Source: an optimization exercise on an open RTL-to-GDS flow (aim: small area and a short achievable clock period). Production flows keep margins and buffers that such runs may drop.
Function was checked by simulation only, so behaviour that the tests miss may differ from the original.
Power is estimated from default activity; no workload was simulated.

<file path="flow/flow/patch_synth.py">
import sys
s = open(sys.argv[1]).read()
def rep(old, new):
    global s
    assert s.count(old) == 1, old
    s = s.replace(old, new)
# the design's full adder module (add1_fa) becomes the library's full adder cell
rep("hierarchy -check -top $::env(DESIGN_NAME)\n",
    "hierarchy -check -top $::env(DESIGN_NAME)\n"
    "chtype -map add1_fa sky130_fd_sc_hd__fa_1\n"
    "hierarchy -check -top $::env(DESIGN_NAME)\n")
# keep the design's modules apart until after ABC (synth_recipe.tcl flattens at the end)
rep("  synth -flatten -run :fine {*}$synth_full_args\n", "  synth -run :fine {*}$synth_full_args\n")
# no other adder extraction
rep("  extract_fa {*}[dont_use_extract_fa_args]\n", "")
# final ABC mapping: the fast modules with one script, the rest with another
rep("  log_cmd abc {*}$abc_args\n",
    "  foreach m $::env(MY_FAST_MODULES) {\n"
    "    log_cmd abc {*}[lreplace $abc_args 1 1 $::env(MY_ABC_SCRIPT_FAST)] $m\n"
    "  }\n"
    "  log_cmd abc {*}[lreplace $abc_args 1 1 $::env(MY_ABC_SCRIPT)] $::env(DESIGN_NAME)\n")
open(sys.argv[2], 'w').write(s)
</file>
<file path="flow/flow/run.sh">
#!/bin/bash
# Own layout flow: the standard ORFS flow (standard.sh) with these changes:
#  - synthesis is synth_recipe.tcl with ORFS synth.tcl patched by flow/patch_synth.py:
#    the RTL's full adder module add1_fa becomes the library full adder cell, no other
#    adder extraction, modules kept apart until after ABC (synth_recipe.tcl flattens them
#    at the end), and ABC maps add1_mcpa (the multiplier's final adder) with
#    flow/abc_fast.script and the rest with flow/abc.script;
#  - ports are buffered with sky130_fd_sc_hd__buf_1;
set -euo pipefail
W=$PWD
python3 flow/patch_synth.py "$FLOW_HOME/scripts/synth.tcl" "$W/flow_synth_mod.tcl" > patch.log 2>&1
sed "s#source \$::env(SCRIPTS_DIR)/synth.tcl#source $W/flow_synth_mod.tcl#" synth_recipe.tcl > flow_synth.tcl
grep -q "flow_synth_mod.tcl" flow_synth.tcl
export MY_ABC_SCRIPT=$W/flow/abc.script
export MY_ABC_SCRIPT_FAST=$W/flow/abc_fast.script
export MY_FAST_MODULES=add1_mcpa
bash standard.sh SYNTH_SCRIPT=$W/flow_synth.tcl synth > flow_synth.log 2>&1
bash standard.sh SYNTH_SCRIPT=$W/flow_synth.tcl "BUFFER_PORTS_ARGS=-buffer_cell sky130_fd_sc_hd__buf_1" SKIP_INCREMENTAL_REPAIR=1 finish > flow_layout.log 2>&1
test -f out/final.def
</file>
<file path="flow/design.v">
module add1(
	input clk,
	input operation,
	input [15:0] x,y,
	output [15:0] z,
	input [2:0]counter
	);
wire xs = x[15], ys = y[15];
wire [4:0] xe = x[14:10], ye = y[14:10];
wire [10:0] X = {1'b1, x[9:0]};
wire [10:0] Y = {1'b1, y[9:0]};
reg z_sign;
reg [4:0] z_exp;
reg [9:0] z_m;
assign z = {z_sign, z_exp, z_m};
wire [9:0] xm = x[9:0], ym = y[9:0];
wire ppn0_0 = ~(xm[0] & ym[0]);
wire ppn0_1 = ~(xm[0] & ym[1]);
wire ppn0_2 = ~(xm[0] & ym[2]);
wire ppn0_3 = ~(xm[0] & ym[3]);
wire ppn0_4 = ~(xm[0] & ym[4]);
wire ppn0_5 = ~(xm[0] & ym[5]);
wire ppn0_6 = ~(xm[0] & ym[6]);
wire ppn0_7 = ~(xm[0] & ym[7]);
wire ppn0_8 = ~(xm[0] & ym[8]);
wire ppn0_9 = ~(xm[0] & ym[9]);
wire ppn1_0 = ~(xm[1] & ym[0]);
wire ppn1_1 = ~(xm[1] & ym[1]);
wire ppn1_2 = ~(xm[1] & ym[2]);
wire ppn1_3 = ~(xm[1] & ym[3]);
wire ppn1_4 = ~(xm[1] & ym[4]);
wire ppn1_5 = ~(xm[1] & ym[5]);
wire ppn1_6 = ~(xm[1] & ym[6]);
wire ppn1_7 = ~(xm[1] & ym[7]);
wire ppn1_8 = ~(xm[1] & ym[8]);
wire ppn1_9 = ~(xm[1] & ym[9]);
wire ppn2_0 = ~(xm[2] & ym[0]);
wire ppn2_1 = ~(xm[2] & ym[1]);
wire ppn2_2 = ~(xm[2] & ym[2]);
wire ppn2_3 = ~(xm[2] & ym[3]);
wire ppn2_4 = ~(xm[2] & ym[4]);
wire ppn2_5 = ~(xm[2] & ym[5]);
wire ppn2_6 = ~(xm[2] & ym[6]);
wire ppn2_7 = ~(xm[2] & ym[7]);
wire ppn2_8 = ~(xm[2] & ym[8]);
wire ppn2_9 = ~(xm[2] & ym[9]);
wire ppn3_0 = ~(xm[3] & ym[0]);
wire ppn3_1 = ~(xm[3] & ym[1]);
wire ppn3_2 = ~(xm[3] & ym[2]);
wire ppn3_3 = ~(xm[3] & ym[3]);
wire ppn3_4 = ~(xm[3] & ym[4]);
wire ppn3_5 = ~(xm[3] & ym[5]);
wire ppn3_6 = ~(xm[3] & ym[6]);
wire ppn3_7 = ~(xm[3] & ym[7]);
wire ppn3_8 = ~(xm[3] & ym[8]);
wire ppn3_9 = ~(xm[3] & ym[9]);
wire ppn4_0 = ~(xm[4] & ym[0]);
wire ppn4_1 = ~(xm[4] & ym[1]);
wire ppn4_2 = ~(xm[4] & ym[2]);
wire ppn4_3 = ~(xm[4] & ym[3]);
wire ppn4_4 = ~(xm[4] & ym[4]);
wire ppn4_5 = ~(xm[4] & ym[5]);
wire ppn4_6 = ~(xm[4] & ym[6]);
wire ppn4_7 = ~(xm[4] & ym[7]);
wire ppn4_8 = ~(xm[4] & ym[8]);
wire ppn4_9 = ~(xm[4] & ym[9]);
wire ppn5_0 = ~(xm[5] & ym[0]);
wire ppn5_1 = ~(xm[5] & ym[1]);
wire ppn5_2 = ~(xm[5] & ym[2]);
wire ppn5_3 = ~(xm[5] & ym[3]);
wire ppn5_4 = ~(xm[5] & ym[4]);
wire ppn5_5 = ~(xm[5] & ym[5]);
wire ppn5_6 = ~(xm[5] & ym[6]);
wire ppn5_7 = ~(xm[5] & ym[7]);
wire ppn5_8 = ~(xm[5] & ym[8]);
wire ppn5_9 = ~(xm[5] & ym[9]);
wire ppn6_0 = ~(xm[6] & ym[0]);
wire ppn6_1 = ~(xm[6] & ym[1]);
wire ppn6_2 = ~(xm[6] & ym[2]);
wire ppn6_3 = ~(xm[6] & ym[3]);
wire ppn6_4 = ~(xm[6] & ym[4]);
wire ppn6_5 = ~(xm[6] & ym[5]);
wire ppn6_6 = ~(xm[6] & ym[6]);
wire ppn6_7 = ~(xm[6] & ym[7]);
wire ppn6_8 = ~(xm[6] & ym[8]);
wire ppn6_9 = ~(xm[6] & ym[9]);
wire ppn7_0 = ~(xm[7] & ym[0]);
wire ppn7_1 = ~(xm[7] & ym[1]);
wire ppn7_2 = ~(xm[7] & ym[2]);
wire ppn7_3 = ~(xm[7] & ym[3]);
wire ppn7_4 = ~(xm[7] & ym[4]);
wire ppn7_5 = ~(xm[7] & ym[5]);
wire ppn7_6 = ~(xm[7] & ym[6]);
wire ppn7_7 = ~(xm[7] & ym[7]);
wire ppn7_8 = ~(xm[7] & ym[8]);
wire ppn7_9 = ~(xm[7] & ym[9]);
wire ppn8_0 = ~(xm[8] & ym[0]);
wire ppn8_1 = ~(xm[8] & ym[1]);
wire ppn8_2 = ~(xm[8] & ym[2]);
wire ppn8_3 = ~(xm[8] & ym[3]);
wire ppn8_4 = ~(xm[8] & ym[4]);
wire ppn8_5 = ~(xm[8] & ym[5]);
wire ppn8_6 = ~(xm[8] & ym[6]);
wire ppn8_7 = ~(xm[8] & ym[7]);
wire ppn8_8 = ~(xm[8] & ym[8]);
wire ppn8_9 = ~(xm[8] & ym[9]);
wire ppn9_0 = ~(xm[9] & ym[0]);
wire ppn9_1 = ~(xm[9] & ym[1]);
wire ppn9_2 = ~(xm[9] & ym[2]);
wire ppn9_3 = ~(xm[9] & ym[3]);
wire ppn9_4 = ~(xm[9] & ym[4]);
wire ppn9_5 = ~(xm[9] & ym[5]);
wire ppn9_6 = ~(xm[9] & ym[6]);
wire ppn9_7 = ~(xm[9] & ym[7]);
wire ppn9_8 = ~(xm[9] & ym[8]);
wire ppn9_9 = ~(xm[9] & ym[9]);
wire [9:0] xmn = ~xm, ymn = ~ym;
wire tn1 = ~(ppn0_9 ^ ppn1_8);
wire tn2 = ppn0_9 | ppn1_8;
wire tn3, tn4;
add1_fa u_tn3 (.A(ppn1_9), .B(ppn2_8), .CIN(ppn3_7), .COUT(tn4), .SUM(tn3));
wire tn5 = ~(ppn4_6 ^ ppn5_5);
wire tn6 = ppn4_6 | ppn5_5;
wire tn7, tn8;
add1_fa u_tn7 (.A(ppn2_9), .B(ppn3_8), .CIN(ppn4_7), .COUT(tn8), .SUM(tn7));
wire tn9 = ~(ppn5_6 ^ ppn6_5);
wire tn10 = ppn5_6 | ppn6_5;
wire tn11, tn12;
add1_fa u_tn11 (.A(ppn3_9), .B(ppn4_8), .CIN(ppn5_7), .COUT(tn12), .SUM(tn11));
wire tn13 = ~(ppn0_6 ^ ppn1_5);
wire tn14 = ppn0_6 | ppn1_5;
wire tn15, tn16;
add1_fa u_tn15 (.A(ppn0_7), .B(ppn1_6), .CIN(ppn2_5), .COUT(tn16), .SUM(tn15));
wire tn17 = ~(ppn3_4 ^ ppn4_3);
wire tn18 = ppn3_4 | ppn4_3;
wire tn19, tn20;
add1_fa u_tn19 (.A(ppn0_8), .B(ppn1_7), .CIN(ppn2_6), .COUT(tn20), .SUM(tn19));
wire tn21, tn22;
add1_fa u_tn21 (.A(ppn3_5), .B(ppn4_4), .CIN(ppn5_3), .COUT(tn22), .SUM(tn21));
wire tn23 = ~(ppn6_2 ^ ppn7_1);
wire tn24 = ppn6_2 | ppn7_1;
wire tn25, tn26;
add1_fa u_tn25 (.A(ppn2_7), .B(ppn3_6), .CIN(ppn4_5), .COUT(tn26), .SUM(tn25));
wire tn27, tn28;
add1_fa u_tn27 (.A(ppn5_4), .B(ppn6_3), .CIN(ppn7_2), .COUT(tn28), .SUM(tn27));
wire tn29, tn30;
add1_fa u_tn29 (.A(ppn8_1), .B(ppn9_0), .CIN(tn1), .COUT(tn30), .SUM(tn29));
wire tn31, tn32;
add1_fa u_tn31 (.A(ppn6_4), .B(ppn7_3), .CIN(ppn8_2), .COUT(tn32), .SUM(tn31));
wire tn33, tn34;
add1_fa u_tn33 (.A(ppn9_1), .B(xmn[0]), .CIN(ymn[0]), .COUT(tn34), .SUM(tn33));
wire tn35, tn36;
add1_fa u_tn35 (.A(tn2), .B(tn3), .CIN(tn5), .COUT(tn36), .SUM(tn35));
wire tn37, tn38;
add1_fa u_tn37 (.A(ppn7_4), .B(ppn8_3), .CIN(ppn9_2), .COUT(tn38), .SUM(tn37));
wire tn39, tn40;
add1_fa u_tn39 (.A(xmn[1]), .B(ymn[1]), .CIN(tn4), .COUT(tn40), .SUM(tn39));
wire tn41, tn42;
add1_fa u_tn41 (.A(tn6), .B(tn7), .CIN(tn9), .COUT(tn42), .SUM(tn41));
wire tn43, tn44;
add1_fa u_tn43 (.A(ppn6_6), .B(ppn7_5), .CIN(ppn8_4), .COUT(tn44), .SUM(tn43));
wire tn45, tn46;
add1_fa u_tn45 (.A(ppn9_3), .B(xmn[2]), .CIN(ymn[2]), .COUT(tn46), .SUM(tn45));
wire tn47, tn48;
add1_fa u_tn47 (.A(tn8), .B(tn10), .CIN(tn11), .COUT(tn48), .SUM(tn47));
wire tn49, tn50;
add1_fa u_tn49 (.A(ppn4_9), .B(ppn5_8), .CIN(ppn6_7), .COUT(tn50), .SUM(tn49));
wire tn51, tn52;
add1_fa u_tn51 (.A(ppn7_6), .B(ppn8_5), .CIN(ppn9_4), .COUT(tn52), .SUM(tn51));
wire tn53, tn54;
add1_fa u_tn53 (.A(xmn[3]), .B(ymn[3]), .CIN(tn12), .COUT(tn54), .SUM(tn53));
wire tn55, tn56;
add1_fa u_tn55 (.A(ppn5_9), .B(ppn6_8), .CIN(ppn7_7), .COUT(tn56), .SUM(tn55));
wire tn57, tn58;
add1_fa u_tn57 (.A(ppn8_6), .B(ppn9_5), .CIN(xmn[4]), .COUT(tn58), .SUM(tn57));
wire tn59, tn60;
add1_fa u_tn59 (.A(ppn6_9), .B(ppn7_8), .CIN(ppn8_7), .COUT(tn60), .SUM(tn59));
wire tn61 = ~(ppn0_4 ^ ppn1_3);
wire tn62 = ppn0_4 | ppn1_3;
wire tn63, tn64;
add1_fa u_tn63 (.A(ppn0_5), .B(ppn1_4), .CIN(ppn2_3), .COUT(tn64), .SUM(tn63));
wire tn65 = ~(ppn3_2 ^ ppn4_1);
wire tn66 = ppn3_2 | ppn4_1;
wire tn67, tn68;
add1_fa u_tn67 (.A(ppn2_4), .B(ppn3_3), .CIN(ppn4_2), .COUT(tn68), .SUM(tn67));
wire tn69, tn70;
add1_fa u_tn69 (.A(ppn5_1), .B(ppn6_0), .CIN(tn13), .COUT(tn70), .SUM(tn69));
wire tn71, tn72;
add1_fa u_tn71 (.A(ppn5_2), .B(ppn6_1), .CIN(ppn7_0), .COUT(tn72), .SUM(tn71));
wire tn73, tn74;
add1_fa u_tn73 (.A(tn14), .B(tn15), .CIN(tn17), .COUT(tn74), .SUM(tn73));
wire tn75, tn76;
add1_fa u_tn75 (.A(ppn8_0), .B(tn16), .CIN(tn18), .COUT(tn76), .SUM(tn75));
wire tn77, tn78;
add1_fa u_tn77 (.A(tn19), .B(tn21), .CIN(tn23), .COUT(tn78), .SUM(tn77));
wire tn79, tn80;
add1_fa u_tn79 (.A(tn20), .B(tn22), .CIN(tn24), .COUT(tn80), .SUM(tn79));
wire tn81, tn82;
add1_fa u_tn81 (.A(tn25), .B(tn27), .CIN(tn29), .COUT(tn82), .SUM(tn81));
wire tn83, tn84;
add1_fa u_tn83 (.A(tn26), .B(tn28), .CIN(tn30), .COUT(tn84), .SUM(tn83));
wire tn85, tn86;
add1_fa u_tn85 (.A(tn31), .B(tn33), .CIN(tn35), .COUT(tn86), .SUM(tn85));
wire tn87, tn88;
add1_fa u_tn87 (.A(tn32), .B(tn34), .CIN(tn36), .COUT(tn88), .SUM(tn87));
wire tn89, tn90;
add1_fa u_tn89 (.A(tn37), .B(tn39), .CIN(tn41), .COUT(tn90), .SUM(tn89));
wire tn91, tn92;
add1_fa u_tn91 (.A(tn38), .B(tn40), .CIN(tn42), .COUT(tn92), .SUM(tn91));
wire tn93, tn94;
add1_fa u_tn93 (.A(tn43), .B(tn45), .CIN(tn47), .COUT(tn94), .SUM(tn93));
wire tn95, tn96;
add1_fa u_tn95 (.A(tn44), .B(tn46), .CIN(tn48), .COUT(tn96), .SUM(tn95));
wire tn97, tn98;
add1_fa u_tn97 (.A(tn49), .B(tn51), .CIN(tn53), .COUT(tn98), .SUM(tn97));
wire tn99, tn100;
add1_fa u_tn99 (.A(ymn[4]), .B(tn50), .CIN(tn52), .COUT(tn100), .SUM(tn99));
wire tn101, tn102;
add1_fa u_tn101 (.A(tn54), .B(tn55), .CIN(tn57), .COUT(tn102), .SUM(tn101));
wire tn103, tn104;
add1_fa u_tn103 (.A(ppn9_6), .B(xmn[5]), .CIN(ymn[5]), .COUT(tn104), .SUM(tn103));
wire tn105, tn106;
add1_fa u_tn105 (.A(tn56), .B(tn58), .CIN(tn59), .COUT(tn106), .SUM(tn105));
wire tn107, tn108;
add1_fa u_tn107 (.A(ppn7_9), .B(ppn8_8), .CIN(ppn9_7), .COUT(tn108), .SUM(tn107));
wire tn109, tn110;
add1_fa u_tn109 (.A(xmn[6]), .B(ymn[6]), .CIN(tn60), .COUT(tn110), .SUM(tn109));
wire tn111, tn112;
add1_fa u_tn111 (.A(ppn8_9), .B(ppn9_8), .CIN(xmn[7]), .COUT(tn112), .SUM(tn111));
wire tn113 = ~(ppn0_3 ^ ppn1_2);
wire tn114 = ppn0_3 | ppn1_2;
wire tn115, tn116;
add1_fa u_tn115 (.A(ppn2_2), .B(ppn3_1), .CIN(ppn4_0), .COUT(tn116), .SUM(tn115));
wire tn117, tn118;
add1_fa u_tn117 (.A(ppn5_0), .B(tn62), .CIN(tn63), .COUT(tn118), .SUM(tn117));
wire tn119, tn120;
add1_fa u_tn119 (.A(tn64), .B(tn66), .CIN(tn67), .COUT(tn120), .SUM(tn119));
wire tn121, tn122;
add1_fa u_tn121 (.A(tn68), .B(tn70), .CIN(tn71), .COUT(tn122), .SUM(tn121));
wire tn123, tn124;
add1_fa u_tn123 (.A(tn72), .B(tn74), .CIN(tn75), .COUT(tn124), .SUM(tn123));
wire tn125, tn126;
add1_fa u_tn125 (.A(tn76), .B(tn78), .CIN(tn79), .COUT(tn126), .SUM(tn125));
wire tn127, tn128;
add1_fa u_tn127 (.A(tn80), .B(tn82), .CIN(tn83), .COUT(tn128), .SUM(tn127));
wire tn129, tn130;
add1_fa u_tn129 (.A(tn84), .B(tn86), .CIN(tn87), .COUT(tn130), .SUM(tn129));
wire tn131, tn132;
add1_fa u_tn131 (.A(tn88), .B(tn90), .CIN(tn91), .COUT(tn132), .SUM(tn131));
wire tn133, tn134;
add1_fa u_tn133 (.A(tn92), .B(tn94), .CIN(tn95), .COUT(tn134), .SUM(tn133));
wire tn135, tn136;
add1_fa u_tn135 (.A(tn96), .B(tn98), .CIN(tn99), .COUT(tn136), .SUM(tn135));
wire tn137, tn138;
add1_fa u_tn137 (.A(tn100), .B(tn102), .CIN(tn103), .COUT(tn138), .SUM(tn137));
wire tn139, tn140;
add1_fa u_tn139 (.A(tn104), .B(tn106), .CIN(tn107), .COUT(tn140), .SUM(tn139));
wire tn141, tn142;
add1_fa u_tn141 (.A(ymn[7]), .B(tn108), .CIN(tn110), .COUT(tn142), .SUM(tn141));
wire tn143, tn144;
add1_fa u_tn143 (.A(ppn9_9), .B(xmn[8]), .CIN(ymn[8]), .COUT(tn144), .SUM(tn143));
wire tn145 = ~(ppn0_2 ^ ppn1_1);
wire tn146 = ppn0_2 | ppn1_1;
wire tn147, tn148;
add1_fa u_tn147 (.A(ppn2_1), .B(ppn3_0), .CIN(tn113), .COUT(tn148), .SUM(tn147));
wire tn149, tn150;
add1_fa u_tn149 (.A(tn61), .B(tn114), .CIN(tn115), .COUT(tn150), .SUM(tn149));
wire tn151, tn152;
add1_fa u_tn151 (.A(tn65), .B(tn116), .CIN(tn117), .COUT(tn152), .SUM(tn151));
wire tn153, tn154;
add1_fa u_tn153 (.A(tn69), .B(tn118), .CIN(tn119), .COUT(tn154), .SUM(tn153));
wire tn155, tn156;
add1_fa u_tn155 (.A(tn73), .B(tn120), .CIN(tn121), .COUT(tn156), .SUM(tn155));
wire tn157, tn158;
add1_fa u_tn157 (.A(tn77), .B(tn122), .CIN(tn123), .COUT(tn158), .SUM(tn157));
wire tn159, tn160;
add1_fa u_tn159 (.A(tn81), .B(tn124), .CIN(tn125), .COUT(tn160), .SUM(tn159));
wire tn161, tn162;
add1_fa u_tn161 (.A(tn85), .B(tn126), .CIN(tn127), .COUT(tn162), .SUM(tn161));
wire tn163, tn164;
add1_fa u_tn163 (.A(tn89), .B(tn128), .CIN(tn129), .COUT(tn164), .SUM(tn163));
wire tn165, tn166;
add1_fa u_tn165 (.A(tn93), .B(tn130), .CIN(tn131), .COUT(tn166), .SUM(tn165));
wire tn167, tn168;
add1_fa u_tn167 (.A(tn97), .B(tn132), .CIN(tn133), .COUT(tn168), .SUM(tn167));
wire tn169, tn170;
add1_fa u_tn169 (.A(tn101), .B(tn134), .CIN(tn135), .COUT(tn170), .SUM(tn169));
wire tn171, tn172;
add1_fa u_tn171 (.A(tn105), .B(tn136), .CIN(tn137), .COUT(tn172), .SUM(tn171));
wire tn173, tn174;
add1_fa u_tn173 (.A(tn109), .B(tn138), .CIN(tn139), .COUT(tn174), .SUM(tn173));
wire tn175, tn176;
add1_fa u_tn175 (.A(tn111), .B(tn140), .CIN(tn141), .COUT(tn176), .SUM(tn175));
wire tn177, tn178;
add1_fa u_tn177 (.A(tn112), .B(tn142), .CIN(tn143), .COUT(tn178), .SUM(tn177));
wire tn179, tn180;
add1_fa u_tn179 (.A(xmn[9]), .B(ymn[9]), .CIN(tn144), .COUT(tn180), .SUM(tn179));
wire [21:0] mr0n = {1'b1, tn180, tn178, tn176, tn174, tn172, tn170, tn168, tn166, tn164, tn162, tn160, tn158, tn156, tn154, tn152, tn150, tn148, tn146, ppn2_0, ppn0_1, ppn0_0};
wire [21:0] mr1n = {1'b1, 1'b0, tn179, tn177, tn175, tn173, tn171, tn169, tn167, tn165, tn163, tn161, tn159, tn157, tn155, tn153, tn151, tn149, tn147, tn145, ppn1_0, 1'b1};
wire [4:0] m_e0 = xe + ye + 5'd17;
wire [4:0] m_e1 = xe + ye + 5'd18;
wire [9:0] zm_d;
wire [4:0] ze_d;
wire m_zero = (x == 16'h0000) | (y == 16'h0000);
wire [5:0] dxy = {1'b0, xe} - {1'b0, ye};
wire lt = dxy[5];                           
wire gt = ~dxy[5] & (dxy[4:0] != 5'd0);     
wire [4:0] dyxm1 = ~dxy[4:0];
wire [10:0] B = lt ? Y : X;
wire [10:0] Xsh = {1'b0, X[10:1]} >> dyxm1;
wire [10:0] Ysh = Y >> dxy[4:0];
wire [10:0] S = lt ? Xsh : Ysh;
wire [4:0] ea = lt ? ye : xe;
wire sa = gt ? xs : (lt ? ys : 1'b0);
wire negB = lt ? ys : xs;
wire diff = xs ^ ys;
wire invS = diff & negB;        
wire invB = diff & ~negB;       
wire cin = diff;
wire [11:0] Sx = {1'b0, S} ^ {12{invS}};
wire [11:0] Ba = {1'b0, B} ^ {12{invB}};
wire ac_g0 = Ba[0] & Sx[0];
wire ac_p0 = Ba[0] ^ Sx[0];
wire ac_g1 = Ba[1] & Sx[1];
wire ac_p1 = Ba[1] ^ Sx[1];
wire ac_g2 = Ba[2] & Sx[2];
wire ac_p2 = Ba[2] ^ Sx[2];
wire ac_g3 = Ba[3] & Sx[3];
wire ac_p3 = Ba[3] ^ Sx[3];
wire ac_g4 = Ba[4] & Sx[4];
wire ac_p4 = Ba[4] ^ Sx[4];
wire ac_g5 = Ba[5] & Sx[5];
wire ac_p5 = Ba[5] ^ Sx[5];
wire ac_g6 = Ba[6] & Sx[6];
wire ac_p6 = Ba[6] ^ Sx[6];
wire ac_g7 = Ba[7] & Sx[7];
wire ac_p7 = Ba[7] ^ Sx[7];
wire ac_g8 = Ba[8] & Sx[8];
wire ac_p8 = Ba[8] ^ Sx[8];
wire ac_g9 = Ba[9] & Sx[9];
wire ac_p9 = Ba[9] ^ Sx[9];
wire ac_g10 = Ba[10] & Sx[10];
wire ac_p10 = Ba[10] ^ Sx[10];
wire ac_g11 = Ba[11] & Sx[11];
wire ac_p11 = Ba[11] ^ Sx[11];
wire ac_G0c = ac_g0 | (ac_p0 & cin);
wire ac_G0_1 = ac_g1 | (ac_p1 & ac_G0c);
wire ac_P0_1 = ac_p1 & ac_p0;
wire ac_G0_3 = ac_g3 | (ac_p3 & ac_g2);
wire ac_P0_3 = ac_p3 & ac_p2;
wire ac_G0_5 = ac_g5 | (ac_p5 & ac_g4);
wire ac_P0_5 = ac_p5 & ac_p4;
wire ac_G0_7 = ac_g7 | (ac_p7 & ac_g6);
wire ac_P0_7 = ac_p7 & ac_p6;
wire ac_G0_9 = ac_g9 | (ac_p9 & ac_g8);
wire ac_P0_9 = ac_p9 & ac_p8;
wire ac_G0_11 = ac_g11 | (ac_p11 & ac_g10);
wire ac_P0_11 = ac_p11 & ac_p10;
wire ac_G1_2 = ac_g2 | (ac_p2 & ac_G0_1);
wire ac_P1_2 = ac_p2 & ac_P0_1;
wire ac_G1_3 = ac_G0_3 | (ac_P0_3 & ac_G0_1);
wire ac_P1_3 = ac_P0_3 & ac_P0_1;
wire ac_G1_6 = ac_g6 | (ac_p6 & ac_G0_5);
wire ac_P1_6 = ac_p6 & ac_P0_5;
wire ac_G1_7 = ac_G0_7 | (ac_P0_7 & ac_G0_5);
wire ac_P1_7 = ac_P0_7 & ac_P0_5;
wire ac_G1_10 = ac_g10 | (ac_p10 & ac_G0_9);
wire ac_P1_10 = ac_p10 & ac_P0_9;
wire ac_G1_11 = ac_G0_11 | (ac_P0_11 & ac_G0_9);
wire ac_P1_11 = ac_P0_11 & ac_P0_9;
wire ac_G2_4 = ac_g4 | (ac_p4 & ac_G1_3);
wire ac_P2_4 = ac_p4 & ac_P1_3;
wire ac_G2_5 = ac_G0_5 | (ac_P0_5 & ac_G1_3);
wire ac_P2_5 = ac_P0_5 & ac_P1_3;
wire ac_G2_6 = ac_G1_6 | (ac_P1_6 & ac_G1_3);
wire ac_P2_6 = ac_P1_6 & ac_P1_3;
wire ac_G2_7 = ac_G1_7 | (ac_P1_7 & ac_G1_3);
wire ac_P2_7 = ac_P1_7 & ac_P1_3;
wire ac_G3_8 = ac_g8 | (ac_p8 & ac_G2_7);
wire ac_P3_8 = ac_p8 & ac_P2_7;
wire ac_G3_9 = ac_G0_9 | (ac_P0_9 & ac_G2_7);
wire ac_P3_9 = ac_P0_9 & ac_P2_7;
wire ac_G3_10 = ac_G1_10 | (ac_P1_10 & ac_G2_7);
wire ac_P3_10 = ac_P1_10 & ac_P2_7;
wire ac_G3_11 = ac_G1_11 | (ac_P1_11 & ac_G2_7);
wire ac_P3_11 = ac_P1_11 & ac_P2_7;
wire [11:0] sum = {(ac_p11 ^ ac_G3_10), (ac_p10 ^ ac_G3_9), (ac_p9 ^ ac_G3_8), (ac_p8 ^ ac_G2_7), (ac_p7 ^ ac_G2_6), (ac_p6 ^ ac_G2_5), (ac_p5 ^ ac_G2_4), (ac_p4 ^ ac_G1_3), (ac_p3 ^ ac_G1_2), (ac_p2 ^ ac_G0_1), (ac_p1 ^ ac_G0c), (ac_p0 ^ cin)};
wire Szero = lt ? (dyxm1 > 5'd9) : (dxy[4:0] > 5'd10);
wire [11:0] H = {sum[11] & ~(invB & Szero), sum[10:0]};
reg [9:0] a_man;
reg [4:0] a_exp;
reg a_keep;
always @* begin
	a_keep = 1'b0;
	a_man = H[9:0];
	a_exp = ea;
	if (H[11]) begin
		a_man = H[10:1] + {9'd0, H[0]};
		a_exp = ea + 5'd1;
	end else if (H[10]) begin
		a_man = H[9:0];
	end else if (H[9]) begin
		a_man = {H[8:0], 1'b0};
		a_exp = ea - 5'd1;
	end else if (H[8]) begin
		a_man = H[9:0];
		a_exp = ea - 5'd2;
	end else begin
		a_keep = 1'b1;
	end
	if (H == 12'd0 && !sa) begin
		a_exp = 5'd0;
		a_man = 10'd0;
		a_keep = 1'b0;
	end
end
wire a_zero = (x == 16'h0000) & (y == 16'h0000);
add1_mcpa u_mcpa (.mr0n(mr0n), .mr1n(mr1n), .e0(m_e0), .e1(m_e1),
                  .op(operation), .m_zero(m_zero), .a_zero(a_zero), .a_man(a_man), .a_exp(a_exp),
                  .zm_d(zm_d), .ze_d(ze_d));
always @(posedge clk) begin
	if (counter == 3'd0) begin
		if (operation) z_sign <= m_zero ? 1'b0 : xs ^ ys;
		else z_sign <= a_zero ? 1'b0 : sa;
		z_exp <= ze_d;
		if (operation | a_zero | ~a_keep) z_m <= zm_d;
	end
end
endmodule
module add1_mcpa(input [21:0] mr0n, input [21:0] mr1n, input [4:0] e0, input [4:0] e1,
                 input op, input m_zero, input a_zero, input [9:0] a_man, input [4:0] a_exp,
                 output [9:0] zm_d, output [4:0] ze_d);
wire [21:0] mr0 = {1'b0, ~mr0n[20], ~mr0n[19], ~mr0n[18], ~mr0n[17], ~mr0n[16], ~mr0n[15], ~mr0n[14], ~mr0n[13], ~mr0n[12], ~mr0n[11], ~mr0n[10], ~mr0n[9], ~mr0n[8], ~mr0n[7], ~mr0n[6], ~mr0n[5], ~mr0n[4], ~mr0n[3], ~mr0n[2], ~mr0n[1], ~mr0n[0]};
wire [21:0] mr1 = {1'b0, 1'b1, ~mr1n[19], ~mr1n[18], ~mr1n[17], ~mr1n[16], ~mr1n[15], ~mr1n[14], ~mr1n[13], ~mr1n[12], ~mr1n[11], ~mr1n[10], ~mr1n[9], ~mr1n[8], ~mr1n[7], ~mr1n[6], ~mr1n[5], ~mr1n[4], ~mr1n[3], ~mr1n[2], ~mr1n[1], 1'b0};
wire mc_g0 = mr0[0] & mr1[0];
wire mc_p0 = mr0[0] ^ mr1[0];
wire mc_g1 = mr0[1] & mr1[1];
wire mc_p1 = mr0[1] ^ mr1[1];
wire mc_g2 = mr0[2] & mr1[2];
wire mc_p2 = mr0[2] ^ mr1[2];
wire mc_g3 = mr0[3] & mr1[3];
wire mc_p3 = mr0[3] ^ mr1[3];
wire mc_g4 = mr0[4] & mr1[4];
wire mc_p4 = mr0[4] ^ mr1[4];
wire mc_g5 = mr0[5] & mr1[5];
wire mc_p5 = mr0[5] ^ mr1[5];
wire mc_g6 = mr0[6] & mr1[6];
wire mc_p6 = mr0[6] ^ mr1[6];
wire mc_g7 = mr0[7] & mr1[7];
wire mc_p7 = mr0[7] ^ mr1[7];
wire mc_g8 = mr0[8] & mr1[8];
wire mc_p8 = mr0[8] ^ mr1[8];
wire mc_g9 = mr0[9] & mr1[9];
wire mc_p9 = mr0[9] ^ mr1[9];
wire mc_g10 = mr0[10] & mr1[10];
wire mc_p10 = mr0[10] ^ mr1[10];
wire mc_g11 = mr0[11] & mr1[11];
wire mc_p11 = mr0[11] ^ mr1[11];
wire mc_g12 = mr0[12] & mr1[12];
wire mc_p12 = mr0[12] ^ mr1[12];
wire mc_g13 = mr0[13] & mr1[13];
wire mc_p13 = mr0[13] ^ mr1[13];
wire mc_g14 = mr0[14] & mr1[14];
wire mc_p14 = mr0[14] ^ mr1[14];
wire mc_g15 = mr0[15] & mr1[15];
wire mc_p15 = mr0[15] ^ mr1[15];
wire mc_g16 = mr0[16] & mr1[16];
wire mc_p16 = mr0[16] ^ mr1[16];
wire mc_g17 = mr0[17] & mr1[17];
wire mc_p17 = mr0[17] ^ mr1[17];
wire mc_g18 = mr0[18] & mr1[18];
wire mc_p18 = mr0[18] ^ mr1[18];
wire mc_g19 = mr0[19] & mr1[19];
wire mc_p19 = mr0[19] ^ mr1[19];
wire mc_g20 = mr0[20] & mr1[20];
wire mc_p20 = mr0[20] ^ mr1[20];
wire mc_g21 = mr0[21] & mr1[21];
wire mc_p21 = mr0[21] ^ mr1[21];
wire mc_G0_1 = mc_g1 | (mc_p1 & mc_g0);
wire mc_P0_1 = mc_p1 & mc_p0;
wire mc_G0_3 = mc_g3 | (mc_p3 & mc_g2);
wire mc_P0_3 = mc_p3 & mc_p2;
wire mc_G0_5 = mc_g5 | (mc_p5 & mc_g4);
wire mc_P0_5 = mc_p5 & mc_p4;
wire mc_G0_7 = mc_g7 | (mc_p7 & mc_g6);
wire mc_P0_7 = mc_p7 & mc_p6;
wire mc_G0_9 = mc_g9 | (mc_p9 & mc_g8);
wire mc_P0_9 = mc_p9 & mc_p8;
wire mc_G0_11 = mc_g11 | (mc_p11 & mc_g10);
wire mc_P0_11 = mc_p11 & mc_p10;
wire mc_G0_13 = mc_g13 | (mc_p13 & mc_g12);
wire mc_P0_13 = mc_p13 & mc_p12;
wire mc_G0_15 = mc_g15 | (mc_p15 & mc_g14);
wire mc_P0_15 = mc_p15 & mc_p14;
wire mc_G0_17 = mc_g17 | (mc_p17 & mc_g16);
wire mc_P0_17 = mc_p17 & mc_p16;
wire mc_G0_19 = mc_g19 | (mc_p19 & mc_g18);
wire mc_P0_19 = mc_p19 & mc_p18;
wire mc_G0_21 = mc_g21 | (mc_p21 & mc_g20);
wire mc_P0_21 = mc_p21 & mc_p20;
wire mc_G1_2 = mc_g2 | (mc_p2 & mc_G0_1);
wire mc_P1_2 = mc_p2 & mc_P0_1;
wire mc_G1_3 = mc_G0_3 | (mc_P0_3 & mc_G0_1);
wire mc_P1_3 = mc_P0_3 & mc_P0_1;
wire mc_G1_6 = mc_g6 | (mc_p6 & mc_G0_5);
wire mc_P1_6 = mc_p6 & mc_P0_5;
wire mc_G1_7 = mc_G0_7 | (mc_P0_7 & mc_G0_5);
wire mc_P1_7 = mc_P0_7 & mc_P0_5;
wire mc_G1_10 = mc_g10 | (mc_p10 & mc_G0_9);
wire mc_P1_10 = mc_p10 & mc_P0_9;
wire mc_G1_11 = mc_G0_11 | (mc_P0_11 & mc_G0_9);
wire mc_P1_11 = mc_P0_11 & mc_P0_9;
wire mc_G1_14 = mc_g14 | (mc_p14 & mc_G0_13);
wire mc_P1_14 = mc_p14 & mc_P0_13;
wire mc_G1_15 = mc_G0_15 | (mc_P0_15 & mc_G0_13);
wire mc_P1_15 = mc_P0_15 & mc_P0_13;
wire mc_G1_18 = mc_g18 | (mc_p18 & mc_G0_17);
wire mc_P1_18 = mc_p18 & mc_P0_17;
wire mc_G1_19 = mc_G0_19 | (mc_P0_19 & mc_G0_17);
wire mc_P1_19 = mc_P0_19 & mc_P0_17;
wire mc_G2_4 = mc_g4 | (mc_p4 & mc_G1_3);
wire mc_P2_4 = mc_p4 & mc_P1_3;
wire mc_G2_5 = mc_G0_5 | (mc_P0_5 & mc_G1_3);
wire mc_P2_5 = mc_P0_5 & mc_P1_3;
wire mc_G2_6 = mc_G1_6 | (mc_P1_6 & mc_G1_3);
wire mc_P2_6 = mc_P1_6 & mc_P1_3;
wire mc_G2_7 = mc_G1_7 | (mc_P1_7 & mc_G1_3);
wire mc_P2_7 = mc_P1_7 & mc_P1_3;
wire mc_G2_12 = mc_g12 | (mc_p12 & mc_G1_11);
wire mc_P2_12 = mc_p12 & mc_P1_11;
wire mc_G2_13 = mc_G0_13 | (mc_P0_13 & mc_G1_11);
wire mc_P2_13 = mc_P0_13 & mc_P1_11;
wire mc_G2_14 = mc_G1_14 | (mc_P1_14 & mc_G1_11);
wire mc_P2_14 = mc_P1_14 & mc_P1_11;
wire mc_G2_15 = mc_G1_15 | (mc_P1_15 & mc_G1_11);
wire mc_P2_15 = mc_P1_15 & mc_P1_11;
wire mc_G2_20 = mc_g20 | (mc_p20 & mc_G1_19);
wire mc_P2_20 = mc_p20 & mc_P1_19;
wire mc_G2_21 = mc_G0_21 | (mc_P0_21 & mc_G1_19);
wire mc_P2_21 = mc_P0_21 & mc_P1_19;
wire mc_G3_8 = mc_g8 | (mc_p8 & mc_G2_7);
wire mc_P3_8 = mc_p8 & mc_P2_7;
wire mc_G3_9 = mc_G0_9 | (mc_P0_9 & mc_G2_7);
wire mc_P3_9 = mc_P0_9 & mc_P2_7;
wire mc_G3_10 = mc_G1_10 | (mc_P1_10 & mc_G2_7);
wire mc_P3_10 = mc_P1_10 & mc_P2_7;
wire mc_G3_11 = mc_G1_11 | (mc_P1_11 & mc_G2_7);
wire mc_P3_11 = mc_P1_11 & mc_P2_7;
wire mc_G3_12 = mc_G2_12 | (mc_P2_12 & mc_G2_7);
wire mc_P3_12 = mc_P2_12 & mc_P2_7;
wire mc_G3_13 = mc_G2_13 | (mc_P2_13 & mc_G2_7);
wire mc_P3_13 = mc_P2_13 & mc_P2_7;
wire mc_G3_14 = mc_G2_14 | (mc_P2_14 & mc_G2_7);
wire mc_P3_14 = mc_P2_14 & mc_P2_7;
wire mc_G3_15 = mc_G2_15 | (mc_P2_15 & mc_G2_7);
wire mc_P3_15 = mc_P2_15 & mc_P2_7;
wire mc_G4_16 = mc_g16 | (mc_p16 & mc_G3_15);
wire mc_P4_16 = mc_p16 & mc_P3_15;
wire mc_G4_17 = mc_G0_17 | (mc_P0_17 & mc_G3_15);
wire mc_P4_17 = mc_P0_17 & mc_P3_15;
wire mc_G4_18 = mc_G1_18 | (mc_P1_18 & mc_G3_15);
wire mc_P4_18 = mc_P1_18 & mc_P3_15;
wire mc_G4_19 = mc_G1_19 | (mc_P1_19 & mc_G3_15);
wire mc_P4_19 = mc_P1_19 & mc_P3_15;
wire mc_G4_20 = mc_G2_20 | (mc_P2_20 & mc_G3_15);
wire mc_P4_20 = mc_P2_20 & mc_P3_15;
wire mc_G4_21 = mc_G2_21 | (mc_P2_21 & mc_G3_15);
wire mc_P4_21 = mc_P2_21 & mc_P3_15;
wire [21:0] P = {(mc_p21 ^ mc_G4_20), (mc_p20 ^ mc_G4_19), (mc_p19 ^ mc_G4_18), (mc_p18 ^ mc_G4_17), (mc_p17 ^ mc_G4_16), (mc_p16 ^ mc_G3_15), (mc_p15 ^ mc_G3_14), (mc_p14 ^ mc_G3_13), (mc_p13 ^ mc_G3_12), (mc_p12 ^ mc_G3_11), (mc_p11 ^ mc_G3_10), (mc_p10 ^ mc_G3_9), (mc_p9 ^ mc_G3_8), (mc_p8 ^ mc_G2_7), (mc_p7 ^ mc_G2_6), (mc_p6 ^ mc_G2_5), (mc_p5 ^ mc_G2_4), (mc_p4 ^ mc_G1_3), (mc_p3 ^ mc_G1_2), (mc_p2 ^ mc_G0_1), (mc_p1 ^ mc_g0), (mc_p0 ^ 1'b0)};
wire mh = P[21];
wire [9:0] m_man = mh ? P[20:11] : P[19:10];
wire [4:0] m_exp = mh ? e1 : e0;
assign zm_d = op ? (m_zero ? 10'd0 : m_man) : (a_zero ? 10'd0 : a_man);
assign ze_d = op ? (m_zero ? 5'd0 : m_exp) : (a_zero ? 5'd0 : a_exp);
endmodule
module add1_fa(input A, input B, input CIN, output COUT, output SUM);
assign SUM = A ^ B ^ CIN;
assign COUT = (A & B) | (A & CIN) | (B & CIN);
endmodule
</file>
<file path="flow/constraint.sdc">
create_clock -name core_clock -period 8.5 [get_ports {clk}]
set_input_delay 1.7000 -clock core_clock [delete_from_list [all_inputs] [get_ports {clk}]]
set_output_delay 1.7000 -clock core_clock [all_outputs]
set_load 0.01 [all_outputs]
</file>
<file path="flow/flow/abc.script">
strash
dch
map -D 3500
buffer -c
topo
stime -c
upsize -c
dnsize -c
</file>
<file path="flow/standard.sh">
#!/bin/bash
# synth_recipe.tcl (not shown) runs the flow's synth.tcl, then flattens the netlist and writes it again
# the make line also repeats each setting of config.mk as NAME=value (left out here)
make -C /OpenROAD-flow-scripts/flow DESIGN_CONFIG=/design/flow/config.mk WORK_HOME=/design/flow/orfs CLKGATE_MAP_FILE= SYNTH_SCRIPT=/design/flow/synth_recipe.tcl "${@:-finish}"
</file>
<file path="flow/flow/abc_fast.script">
strash
dch
map -D 1500
buffer -c
topo
stime -c
upsize -c
dnsize -c
</file>
<file path="flow/config.mk">
export PLATFORM = sky130hd
export DESIGN_NAME = add1
export DESIGN_NICKNAME = add1
export VERILOG_FILES = /design/flow/design.v
export SDC_FILE = /design/flow/constraint.sdc
export NUM_CORES = 4
export LEC_CHECK = 0
export CAP_MARGIN = 20
export CORE_MARGIN = 2
export CORE_UTILIZATION = 60
export PLACE_DENSITY = 0.75
export SETUP_SLACK_MARGIN = 1.5
export SLEW_MARGIN = 20
</file>
==> results of run 1 <==
state kept, by name (all words and copies together) (netlist names):
name and cells:
z_exp 5, z_m 10, z_sign 1
cells in the final DEF (no fill, tap or decap), types with 3 or more instances in the layout:
cell,n
a21oi_1,35
or2_2,9
nor3_1,8
o21ai_0,88
o21a_1,4
o21ai_2,3
o32ai_1,4
buf_4,5
nand4_1,16
nor4_1,8
o211ai_1,5
nand3_1,22
inv_2,7
edfxtp_1,16
or2_1,5
inv_1,77
o2111ai_1,4
nor2_1,90
xnor2_1,21
nor2_2,3
fa_1,80
nand2_1,249
buf_1,52
a31oi_1,4
a32o_1,7
o22ai_1,16
xor2_1,34
nand2_2,6
clkbuf_8,3
nor2_4,3
and2_1,6
o21ai_1,6
cell type report:
class / count / area, um^2
Fill cell: 941 / 3750
Multi-Input combinational cell: 764 / 5180
Inverter: 87 / 329
Sequential cell: 16 / 480
Timing Repair Buffer: 57 / 233
Tap cell: 136 / 170
Clock buffer: 3 / 41.3
worst max path at each step:
stage                     startpoint        to  slack, ps
after floorplan                 x[1]    z_m[3]       2220
after global placement         y[11]  z_exp[4]       1380
after detailed placement       x[11]  z_exp[4]       1300
after CTS                      x[11]  z_exp[4]       1540
after global routing           x[11]  z_exp[4]        840
final                          x[11]  z_exp[4]       1340
stage by stage:
step	power (uW)	hold slack, ps	utilization [%]	instances	area [um^2]
floorplan	1330	1920	-	912	6210
finish	1750	1860	63.2	1063	6430
detailed placement	1650	2110	62.8	1060	6390
CTS	1720	1860	63.2	1063	6430
global route	1910	1890	63.2	1063	6430
global placement	1610	2110	62.8	1060	6390
per-layer routing:
metal | up-vias | track usage, % | routed length [um]
met1 | 3022 | 43.5 | 7370
met5 | - | 0 | 0
met2 | 380 | 59.9 | 9420
met3 | 72 | 3.53 | 1430
met4 | 0 | 14.1 | 956
li1 | 3025 | - | -
power by group through the flow:
stage	Combinational [uW]	Clock [uW]	Sequential (uW)
after floorplan	1200	0	134
after global placement	1480	0	127
after detailed placement	1530	0	127
after CTS	1540	55.6	125
after global routing	1720	58.9	126
final	1570	55.9	125
==> flow_metrics.env, run 1 <==
export IMPL_outcome="complete, no violations"
export IMPL_worst_pin_slew_ps=1070
export IMPL_dr_total_vias=6499
export IMPL_instance_count_on_the_critical_path=34
export IMPL_remaining_routing_drc_violations=0
export IMPL_power_switching_uw=1030
export IMPL_area_growth_pct=3.56
export IMPL_drt_initial_drc_count=624
export IMPL_syn_avg_cell_area_um2=6.81
export IMPL_drtPass1Iterations=6
export IMPL_critical_path_most_common_cell="nand2_1"
export IMPL_timing_hold_worst_endpoint="z_sign"
export IMPL_wire_per_inst_um=18.0
export IMPL_worst_setup_path_end_kind="register"
export IMPL_ctsRootBufferMaster="clkbuf_8"
export IMPL_grt_first_pass_wirelength_um=30800
export IMPL_gr_ovfl_total=0
export IMPL_setup_viol=0
export IMPL_design_final_nets=1046
export IMPL_syn_num_nets=1029
export IMPL_power_static_leakage_uw=0.00262
export IMPL_crit_path_max_fanout=27
export IMPL_p_int_uw=715
export IMPL_type_of_the_setup_path_with_the_least_slack="input port to register"
export IMPL_worstPathBufferInverterCount=5
export IMPL_vdd_ir_drop_worst_v=0.000576
export IMPL_crit_required_ps=8580
export IMPL_postRouteAntennaNets=0
export IMPL_clockPowerShare_pct=3.2
export IMPL_cts_repair_timing_setup_buffer_count=0
export IMPL_place_gp_congestion=0.985
export IMPL_yosys_warnings=1
export IMPL_post_synth_inst_count=912
export IMPL_finalSetupTns_ps=0
export IMPL_hpwlAfterDp_um=15200
export IMPL_timing_max_slew_rel_slack_pct=28.4
export IMPL_viasPerCell=6.11
export IMPL_clkTransAtPathRegs_ps=60
export IMPL_hold_path_class="input port to register"
export IMPL_cellPowerDensity_nw_per_um2=271
export IMPL_num_rows=37
export IMPL_layout_min_cycle_time_ps=7160
export IMPL_f_max_mhz=140
export IMPL_max_clock_path_buffers=2
export IMPL_place_port_buffers=52
export IMPL_tritoncts="yes"
export IMPL_synthesis_area_um2=6210
export IMPL_worstHoldStart="operation"
export IMPL_share_comb_of_total_power_pct=89.6
export IMPL_timing_max_transition_violations_final=0
export IMPL_layout_drive_gt1_share_pct=5.72
export IMPL_floorplan_initialDensity_pct=61.0
export IMPL_grt_pass1_vias=6296
export IMPL_place_worst_setup_slack_ps=1300
export IMPL_grt_use_total_pct=34.3
export IMPL_antenna_found_initial=0
export IMPL_floorplan_die_width_um=106
export IMPL_io_pins=53
export IMPL_switching_share_pct=59.0
export IMPL_critPathSlowestCell="nand2_1"
export IMPL_maxCapViolCount=0
export IMPL_timing_final_ws_setup_ps=1340
export IMPL_timing_critical_path_arrival_ps=7240
export IMPL_core_area_um2=10200
export IMPL_critical_path_startpoint_type="input port"
export IMPL_layout_worst_path_cycle_share_pct=84.2
export IMPL_cts_num_sinks=16
export IMPL_post_cts_hold_fix_bufs=0
export IMPL_drt_total_wl_um=19200
export IMPL_diodes=0
export IMPL_tritoncts_num_buffers=3
export IMPL_floorplan_die_area_um2=11200
export IMPL_finalHoldViolCount=0
export IMPL_worst_path_dominant_cell_family="simple AND/OR/NAND/NOR gates"
export IMPL_grt_start_max_net_pins=39
export IMPL_crit_path_max_incr_delay_ps=610
export IMPL_postCtsResizedCells=0
export IMPL_fp_dieH_um=106
export IMPL_holdPathStages=2
export IMPL_htree_levels=1
export IMPL_seq_power_share_pct=7.2
==> run 2, diff against run 1 <==
--- a/flow/flow/run.sh
+++ b/flow/flow/run.sh
@@ -4,5 +4,6 @@
 #    the RTL's full adder module add1_fa becomes the library full adder cell, no other
 #    adder extraction, modules kept apart until after ABC (synth_recipe.tcl flattens them
-#    at the end), and ABC maps add1_mcpa (the multiplier's final adder) with
+#    at the end), and ABC maps add1_mcpa (the multiplier's final adder and the
+#    selection of the next register values) with
 #    flow/abc_fast.script and the rest with flow/abc.script;
 #  - ports are buffered with sky130_fd_sc_hd__buf_1;
--- a/flow/config.mk
+++ b/flow/config.mk
@@ -10,4 +10,4 @@
 export CORE_UTILIZATION = 60
 export PLACE_DENSITY = 0.75
-export SETUP_SLACK_MARGIN = 1.5
+export SETUP_SLACK_MARGIN = 2.0
 export SLEW_MARGIN = 20
==> run 2 against run 1 <==
  * Global-route usage increased by 0.13 points
  * Via count decreased by 0.29%
  * Sequential power about the same
  * Power about the same
  * First-iteration DRC count decreased by 12%
  * Routed wire length decreased by 0.16%
  * Count of clock-buffer cells in the layout unchanged
  * Utilization increased by 0.43 points
  * Clock power about the same
  * Critical endpoint is now z_exp[0]
  * Highest routed layer unchanged
==> flow_metrics.env, run 2 <==
export IMPL_outcome="complete, no violations"
export IMPL_clkTransAtPathRegs_ps=60
export IMPL_critical_path_startpoint_type="input port"
export IMPL_layout_commonest_cell="nand2_1"
export IMPL_gr_ovfl_total=0
export IMPL_syn_avg_cell_area_um2=6.81
export IMPL_largest_register="z_m"
export IMPL_cts_repair_timing_setup_buffer_count=2
export IMPL_dr_total_vias=6480
export IMPL_area_after_detailed_placement_um2=6390
export IMPL_drtPass1Iterations=7
export IMPL_place_port_buffers=52
export IMPL_synthesis_area_um2=6210
export IMPL_syn_num_nets=1029
export IMPL_instance_count_on_the_critical_path=36
export IMPL_largest_register_ff_count=10
export IMPL_critical_path_most_common_cell="nand2_1"
export IMPL_grt_use_total_pct=34.5
export IMPL_yosys_warnings=1
export IMPL_tritoncts_num_buffers=3
export IMPL_final_design_area_no_fill_um2=6480
export IMPL_hpwlAfterDp_um=15200
export IMPL_timing_max_transition_violations_final=0
export IMPL_grt_pass1_vias=6333
export IMPL_diodes=0
export IMPL_area_growth_pct=4.27
export IMPL_grt_first_pass_wirelength_um=30900
export IMPL_post_cts_hold_fix_bufs=0
export IMPL_postRouteAntennaNets=0
export IMPL_io_pins=53
export IMPL_drt_total_wl_um=19100
export IMPL_fin_total_pwr_uw=1750
export IMPL_worst_path_dominant_cell_family="simple AND/OR/NAND/NOR gates"
export IMPL_floorplan_die_width_um=106
export IMPL_ctsRootBufferMaster="clkbuf_8"
export IMPL_largestRegisters="z_m: 10 flops, z_exp: 5 flops, z_sign: 1 flops"
export IMPL_layout_drive_gt1_share_pct=7.53
export IMPL_floorplan_die_area_um2=11200
export IMPL_timing_max_slew_rel_slack_pct=30.8
export IMPL_core_area_um2=10200
export IMPL_worst_setup_path_end_kind="register"
export IMPL_cellPowerDensity_nw_per_um2=270
export IMPL_layout_min_cycle_time_ps=6600
export IMPL_f_max_mhz=152
export IMPL_crit_path_start="x[11]"
export IMPL_timing_critical_path_arrival_ps=6590
export IMPL_layout_worst_path_cycle_share_pct=77.6
export IMPL_finalHoldViolCount=0
export IMPL_post_synth_inst_count=912
export IMPL_tritoncts="yes"
export IMPL_antenna_found_initial=0
export IMPL_mostFrequentLayoutCells="nand2_1, nor2_1, o21ai_0"
export IMPL_design_final_nets=1048
export IMPL_power_static_leakage_uw=0.00266
export IMPL_crit_path_max_incr_delay_ps=360
export IMPL_finalSetupTns_ps=0
export IMPL_worst_pin_slew_ps=1030
export IMPL_worstPathBufferInverterCount=6
export IMPL_fp_dieH_um=106
export IMPL_holdPathStages=2
export IMPL_worstHoldStart="operation"
export IMPL_grt_start_max_net_pins=39
export IMPL_timing_hold_worst_endpoint="z_sign"
export IMPL_final_hold_worst_slack_ps=1850
export IMPL_critPathSlowestCell="nand2_2"
export IMPL_cts_num_sinks=16
export IMPL_crit_required_ps=8490
export IMPL_num_rows=37
export IMPL_postCtsResizedCells=16
export IMPL_crit_path_max_fanout=27
export IMPL_setup_viol=0
export IMPL_viasPerCell=6.08
export IMPL_htree_levels=1
export IMPL_remaining_routing_drc_violations=0
export IMPL_type_of_the_setup_path_with_the_least_slack="input port to register"
export IMPL_place_gp_congestion=0.985
export IMPL_floorplan_initialDensity_pct=61.0
export IMPL_wire_per_inst_um=18.0
export IMPL_hold_path_class="input port to register"
export IMPL_max_clock_path_buffers=2
export IMPL_drt_initial_drc_count=552
export IMPL_maxCapViolCount=0
export IMPL_vdd_ir_drop_worst_v=0.000573
-- run 2: report_power, final --
group	internal (uW)	leakage, uW	total (uW)	switching (uW)
logic	567	0.00250	1570	999
registers	122	0.000145	125	3.24
clock network	31.4	0.0000216	56.2	24.8
total	720	0.00266	1750	1030
-- run 2: final cells by class --
class                   instances  area [um^2]
repair buffers                 59          263
inverters                      87          333
well taps                     136          170
fillers                       936         3710
flip-flops and latches         16          480
clock buffers                   3         41.3
multi-input cells             764         5190
-- run 2: metal layers --
metal,vias to the layer above,routed length [um],GRT usage (%)
li1,3025,-,-
met1,3018,7360,43.5
met2,361,9400,60.4
met3,76,1450,3.65
met4,0,935,14.1
met5,-,0,0
-- run 2: worst max path at each step --
stage | endpoint | slack, ps
3_3_place_gp | z_exp[4] | 1380
6_report | z_exp[0] | 1900
4_1_cts | z_exp[0] | 2000
5_1_grt | z_exp[0] | 1360
2_1_floorplan | z_m[3] | 2220
3_5_place_dp | z_exp[4] | 1300
-- run 2: through the flow --
stage / instances / utilization [%] / worst slack, ps
floorplan: 912 / - / 2220
global placement: 1060 / 62.8 / 1380
detailed placement: 1060 / 62.8 / 1300
CTS: 1065 / 63.6 / 2000
global route: 1065 / 63.6 / 1360
finish: 1065 / 63.6 / 1900
==> run 3, diff against run 2 <==
--- a/flow/config.mk
+++ b/flow/config.mk
@@ -8,6 +8,6 @@
 export CAP_MARGIN = 20
 export CORE_MARGIN = 2
-export CORE_UTILIZATION = 60
-export PLACE_DENSITY = 0.75
+export CORE_UTILIZATION = 55
+export PLACE_DENSITY = 0.7
 export SETUP_SLACK_MARGIN = 2.0
 export SLEW_MARGIN = 20
==> run 3 against run 2 <==
  * Clock power up 63%
  * Sequential share of layout area is essentially flat
  * Highest routed layer unchanged
  * Still clean
  * Design area up 0.31%
  * Cell count increased by 0.28%
  * Critical endpoint is now z_m[0]
  * First-iteration DRC count up 21%
  * Setup slack lost 24 ps
  * Via count decreased by 0.23%
  * Sequential cell count is the same
  * Hold slack got worse by 3.5 ps
==> flow_metrics.env, run 3 <==
export IMPL_worst_pin_slew_ps=924
export IMPL_floorplan_initialDensity_pct=56.8
export IMPL_drt_total_wl_um=19000
export IMPL_core_area_um2=10900
export IMPL_hold_path_class="input port to register"
export IMPL_postRouteAntennaNets=0
export IMPL_finalHoldViolCount=0
export IMPL_grt_pass1_vias=6079
export IMPL_stdcell_count=1068
export IMPL_type_of_the_setup_path_with_the_least_slack="input port to register"
export IMPL_tritoncts="yes"
export IMPL_antenna_found_initial=0
export IMPL_clkTransAtPathRegs_ps=50
export IMPL_drt_initial_drc_count=669
export IMPL_critical_path_most_common_cell="nand2_1"
export IMPL_layout_worst_path_cycle_share_pct=77.9
export IMPL_area_growth_pct=4.59
export IMPL_largest_register="z_m"
export IMPL_outcome="complete, no violations"
export IMPL_clockPowerShare_pct=5.2
export IMPL_synthesis_area_um2=6210
export IMPL_crit_path_max_incr_delay_ps=470
export IMPL_htree_levels=1
export IMPL_grt_first_pass_wirelength_um=30200
export IMPL_critPathSlowestCell="nand2_1"
export IMPL_floorplan_die_width_um=110
export IMPL_timing_critical_path_arrival_ps=6620
export IMPL_num_rows=38
export IMPL_drtPass1Iterations=6
export IMPL_diodes=0
export IMPL_largest_register_ff_count=10
export IMPL_max_clock_path_buffers=2
export IMPL_io_pins=53
export IMPL_post_cts_hold_fix_bufs=0
export IMPL_p_int_uw=745
export IMPL_crit_path_max_fanout=20
export IMPL_dr_total_vias=6465
export IMPL_vdd_ir_drop_worst_v=0.000235
export IMPL_f_max_mhz=151
export IMPL_post_route_util_pct=59.4
export IMPL_tritoncts_num_buffers=3
export IMPL_hpwlAfterDp_um=15100
export IMPL_fp_dieH_um=110
export IMPL_setup_viol=0
export IMPL_place_port_buffers=52
export IMPL_grt_start_max_net_pins=39
export IMPL_ctsRootBufferMaster="clkbuf_16"
export IMPL_place_gp_congestion=0.991
export IMPL_share_comb_of_total_power_pct=87.6
export IMPL_viasPerCell=6.05
export IMPL_largestRegisters="z_m: 10 flops, z_exp: 5 flops, z_sign: 1 flops"
export IMPL_syn_avg_cell_area_um2=6.81
export IMPL_layout_commonest_cell="nand2_1"
export IMPL_power_switching_uw=999
export IMPL_timing_max_slew_rel_slack_pct=38.1
export IMPL_layout_min_cycle_time_ps=6620
export IMPL_crit_required_ps=8500
export IMPL_timing_final_ws_setup_ps=1880
export IMPL_syn_num_nets=1029
export IMPL_grt_use_total_pct=32.0
export IMPL_wire_per_inst_um=17.8
export IMPL_finalSetupTns_ps=0
export IMPL_yosys_warnings=1
export IMPL_floorplan_die_area_um2=12200
export IMPL_worst_setup_path_end_kind="register"
export IMPL_postCtsResizedCells=13
export IMPL_maxCapViolCount=0
export IMPL_design_final_nets=1046
export IMPL_cts_repair_timing_setup_buffer_count=0
export IMPL_seq_power_share_pct=7.2
export IMPL_filler_cell_count=1069
export IMPL_critical_path_startpoint_type="input port"
export IMPL_mostFrequentLayoutCells="nand2_1, nor2_1, o21ai_0"
export IMPL_cts_num_sinks=16
export IMPL_place_worst_setup_slack_ps=1440
export IMPL_holdPathStages=2
export IMPL_post_synth_inst_count=912
export IMPL_switching_share_pct=57.3
export IMPL_timing_max_transition_violations_final=0
export IMPL_placed_cells_incl_taps=1064
export IMPL_remaining_routing_drc_violations=0
export IMPL_power_static_leakage_uw=0.00267
export IMPL_cellPowerDensity_nw_per_um2=268
export IMPL_gr_ovfl_total=0
export IMPL_layout_drive_gt1_share_pct=7.00
## run 3: worst paths after layout
kind | startpoint | to | slack (ps)
setup / recovery | x[11] | z_m[0] | 1880
hold / removal | counter[2] | z_exp[0] | 1850
## run 3: worst max-delay path, delay by kind of cell
family | cells | cell delay [ps]
AND/OR/NAND/NOR | 21 | 2820
XOR/XNOR | 1 | 160
buffers and inverters | 5 | 800
AO/OA/AOI/OAI | 7 | 1110
## run 3: power groups by stage
stage               registers [uW]  logic (uW)  clock network [uW]
global route                   127        1700                96.1
floorplan                      134        1200                   0
CTS                            126        1510                91.4
finish                         125        1530                91.5
detailed placement             127        1500                   0
global placement               126        1450                   0
## run 3: per-stage QoR
step                      total power [uW]  area, um^2  hold WS [ps]
after floorplan                       1330        6210          1920
after global placement                1580        6400          2100
after detailed placement              1630        6400          2100
after CTS                             1720        6500          1850
after global routing                  1920        6500          1880
final                                 1740        6500          1850
## run 3: routing by layer
metal  global-route usage (%)  vias up  routed length [um]
met2                     51.3      364                8590
met1                     45.2     3029                8030
met5                        0        -                   0
met4                     9.64        0                 570
met3                     4.17       48                1850
li1                         -     3024                   -
## run 3: layout make-up
| cell class | count | area (um^2) | area share [%] |
|---|---|---|---|
| well taps | 140 | 175 | 2.70 |
| clock buffers | 3 | 75.1 | 1.16 |
| repair buffers | 57 | 246 | 3.79 |
| clock inverters | 1 | 3.75 | 0.0578 |
| inverters | 87 | 329 | 5.06 |
| flip-flops and latches | 16 | 480 | 7.39 |
| multi-input cells | 764 | 5190 | 79.8 |
==> run 4, diff against run 3 <==
--- a/flow/config.mk
+++ b/flow/config.mk
@@ -8,6 +8,6 @@
 export CAP_MARGIN = 20
 export CORE_MARGIN = 2
-export CORE_UTILIZATION = 55
-export PLACE_DENSITY = 0.7
+export CORE_UTILIZATION = 65
+export PLACE_DENSITY = 0.8
 export SETUP_SLACK_MARGIN = 2.0
 export SLEW_MARGIN = 20
==> run 4 against run 3 <==
  * Clock power decreased by 38%
  * Non-clock buffer count increased by 2
  * Sequential cell count stayed put
  * Count of clock-buffer cells in the layout unchanged
  * Fmax hardly changed
  * Setup slack worse by 4.6 ps
  * Sequential share of layout area is essentially flat
  * Synthesized cell count unchanged
  * Design area fell by 0.40%
  * Utilization is 11 points higher
  * Global-route usage rose by 4.5 points
  * Via count shrank 0.74%
==> flow_metrics.env, run 4 <==
export IMPL_stdcell_count=1059
export IMPL_met2_usage_pct=63.2
export IMPL_drt_initial_drc_count=531
export IMPL_grt_start_max_net_pins=39
export IMPL_synthesis_area_um2=6210
export IMPL_outcome="complete, no violations"
export IMPL_clkTransAtPathRegs_ps=60
export IMPL_power_static_leakage_uw=0.00266
export IMPL_tritoncts_num_buffers=3
export IMPL_grt_first_pass_wirelength_um=29100
export IMPL_combined_flip_flop_and_latch_cell_area_um2=480
export IMPL_floorplan_initialDensity_pct=67.2
export IMPL_drt_total_wl_um=18500
export IMPL_tritoncts="yes"
export IMPL_grt_pass1_vias=6018
export IMPL_finalHoldViolCount=0
export IMPL_postCtsResizedCells=10
export IMPL_layout_worst_path_cycle_share_pct=78.0
export IMPL_syn_num_nets=1029
export IMPL_grt_util_met3_pct=4.62
export IMPL_critical_path_most_common_cell="nand2_1"
export IMPL_num_rows=35
export IMPL_place_port_buffers=52
export IMPL_worst_pin_slew_ps=999
export IMPL_area_growth_pct=4.17
export IMPL_fp_dieH_um=102
export IMPL_floorplan_die_area_um2=10400
export IMPL_type_of_the_setup_path_with_the_least_slack="input port to register"
export IMPL_timing_max_slew_rel_slack_pct=33.2
export IMPL_multi_input_comb_area_um2=5180
export IMPL_hold_path_class="input port to register"
export IMPL_layout_drive_gt1_share_pct=6.99
export IMPL_postRouteAntennaNets=0
export IMPL_crit_required_ps=8480
export IMPL_antenna_found_initial=0
export IMPL_layout_commonest_cell="nand2_1"
export IMPL_yosys_warnings=1
export IMPL_wire_per_inst_um=17.5
export IMPL_core_area_um2=9240
export IMPL_timing_final_ws_setup_ps=1870
export IMPL_filler_cell_count=798
export IMPL_viasPerCell=6.06
export IMPL_timing_max_transition_violations_final=0
export IMPL_ctsRootBufferMaster="clkbuf_8"
export IMPL_max_clock_path_buffers=2
export IMPL_post_synth_inst_count=912
export IMPL_f_max_mhz=151
export IMPL_critical_path_startpoint_type="input port"
export IMPL_place_gp_congestion=0.986
export IMPL_finalSetupTns_ps=0
export IMPL_setup_viol=0
export IMPL_place_worst_setup_slack_ps=1560
export IMPL_largest_register_ff_count=10
export IMPL_remaining_routing_drc_violations=0
export IMPL_maxCapViolCount=0
export IMPL_largestRegisters="z_m: 10 flops, z_exp: 5 flops, z_sign: 1 flops"
export IMPL_post_route_util_pct=70.0
export IMPL_post_cts_hold_fix_bufs=0
export IMPL_fin_total_pwr_uw=1740
export IMPL_grt_use_total_pct=36.4
export IMPL_critPathSlowestCell="o21ai_0"
export IMPL_holdPathStages=2
export IMPL_io_pins=53
export IMPL_syn_avg_cell_area_um2=6.81
export IMPL_design_final_nets=1048
export IMPL_cts_num_sinks=16
export IMPL_cts_repair_timing_setup_buffer_count=1
export IMPL_grt_most_used_layer="met2"
export IMPL_htree_levels=1
export IMPL_placed_cells_incl_taps=1054
export IMPL_layout_min_cycle_time_ps=6630
export IMPL_largest_register="z_m"
export IMPL_drtPass1Iterations=8
export IMPL_gr_ovfl_total=0
export IMPL_groute_layer_met1_usage_pct=45.3
export IMPL_crit_path_max_fanout=27
export IMPL_worst_setup_path_end_kind="register"
export IMPL_diodes=0
export IMPL_mostFrequentLayoutCells="nand2_1, nor2_1, o21ai_0"
export IMPL_hpwlAfterDp_um=14700
export IMPL_dr_total_vias=6417
export IMPL_crit_path_max_incr_delay_ps=430
export IMPL_timing_critical_path_arrival_ps=6610
export IMPL_vdd_ir_drop_worst_v=0.000359
export IMPL_floorplan_die_width_um=102
export IMPL_cellPowerDensity_nw_per_um2=269
[run 4: power by group]
group | internal (uW) | switching, uW | leakage (uW)
logic | 568 | 989 | 0.00249
registers | 122 | 3.02 | 0.000145
clock network | 32.0 | 24.8 | 0.0000231
[run 4: final cells by class]
class	instances	share of cell area, %
Clock buffer	3	0.638
Tap cell	129	2.49
Multi-Input combinational cell	764	80.1
Sequential cell	16	7.42
Timing Repair Buffer	59	4.19
Inverter	87	5.14
Clock inverter	1	0.0580
[run 4: final timing paths]
path	start	end	slack (ps)
worst max-delay path	x[11]	z_exp[0]	1870
worst min-delay path	counter[0]	z_sign	1880
[run 4: layer usage]
| metal | part of all wire (%) | wire, um | up-vias |
|---|---|---|---|
| met2 | 48 | 8970 | 346 |
| met1 | 39 | 7150 | 2979 |
| met3 | 7.7 | 1430 | 66 |
| met5 | 0 | 0 | - |
| li1 | - | - | 3026 |
| met4 | 5.2 | 960 | 0 |
[run 4: metrics by stage]
stage / hold slack, ps / area [um^2]
detailed placement: 2130 / 6390
finish: 1880 / 6470
global placement: 2120 / 6390
global route: 1900 / 6470
floorplan: 1920 / 6210
CTS: 1880 / 6470
[run 4: critical path, delay by kind of cell]
| family | cells | cell delay, ps |
|---|---|---|
| compound gates | 7 | 1300 |
| buf+inv | 7 | 1040 |
| xor+xnor | 2 | 370 |
| simple gates | 20 | 2190 |

## afterwards: timing with drivers on the ports
Ports are ideal in the flow. The routed layouts listed here were re-timed in OpenROAD. Step 1 sets driving cells, clkbuf_16 on the clock port and buf_2 on the other inputs (assumed; they add their load-dependent delay and slew). Step 2 adds t to the input delays and takes it off the output delays; t is the mean of the earliest and latest rising clock arrival at the registers after step 1. Input paths then give back, and output paths get back, about the clock's delay inside the block. Three values: ideal ports, drivers, drivers and shift; two values: the first two.
run | t (ns) | setup slack, ns | latest minus earliest clock arrival (ns) | slew at the worst register clock pin (ns) | cell pins on the clock port's net
run 1 | 0.267 | 1.342 / 1.336 / 1.070 | 0.001 / 0.001 | 0.06 / 0.06 | 1
run 2 | 0.267 | 1.901 / 1.895 / 1.629 | 0.001 / 0.001 | 0.06 / 0.06 | 1
run 3 | 0.273 | 1.876 / 1.880 / 1.608 | 0.002 / 0.001 | 0.05 / 0.05 | 1
run 4 | 0.267 | 1.872 / 1.872 / 1.605 | 0.007 / 0.007 | 0.06 / 0.06 | 1
After both steps setup and hold are still met in every run listed.
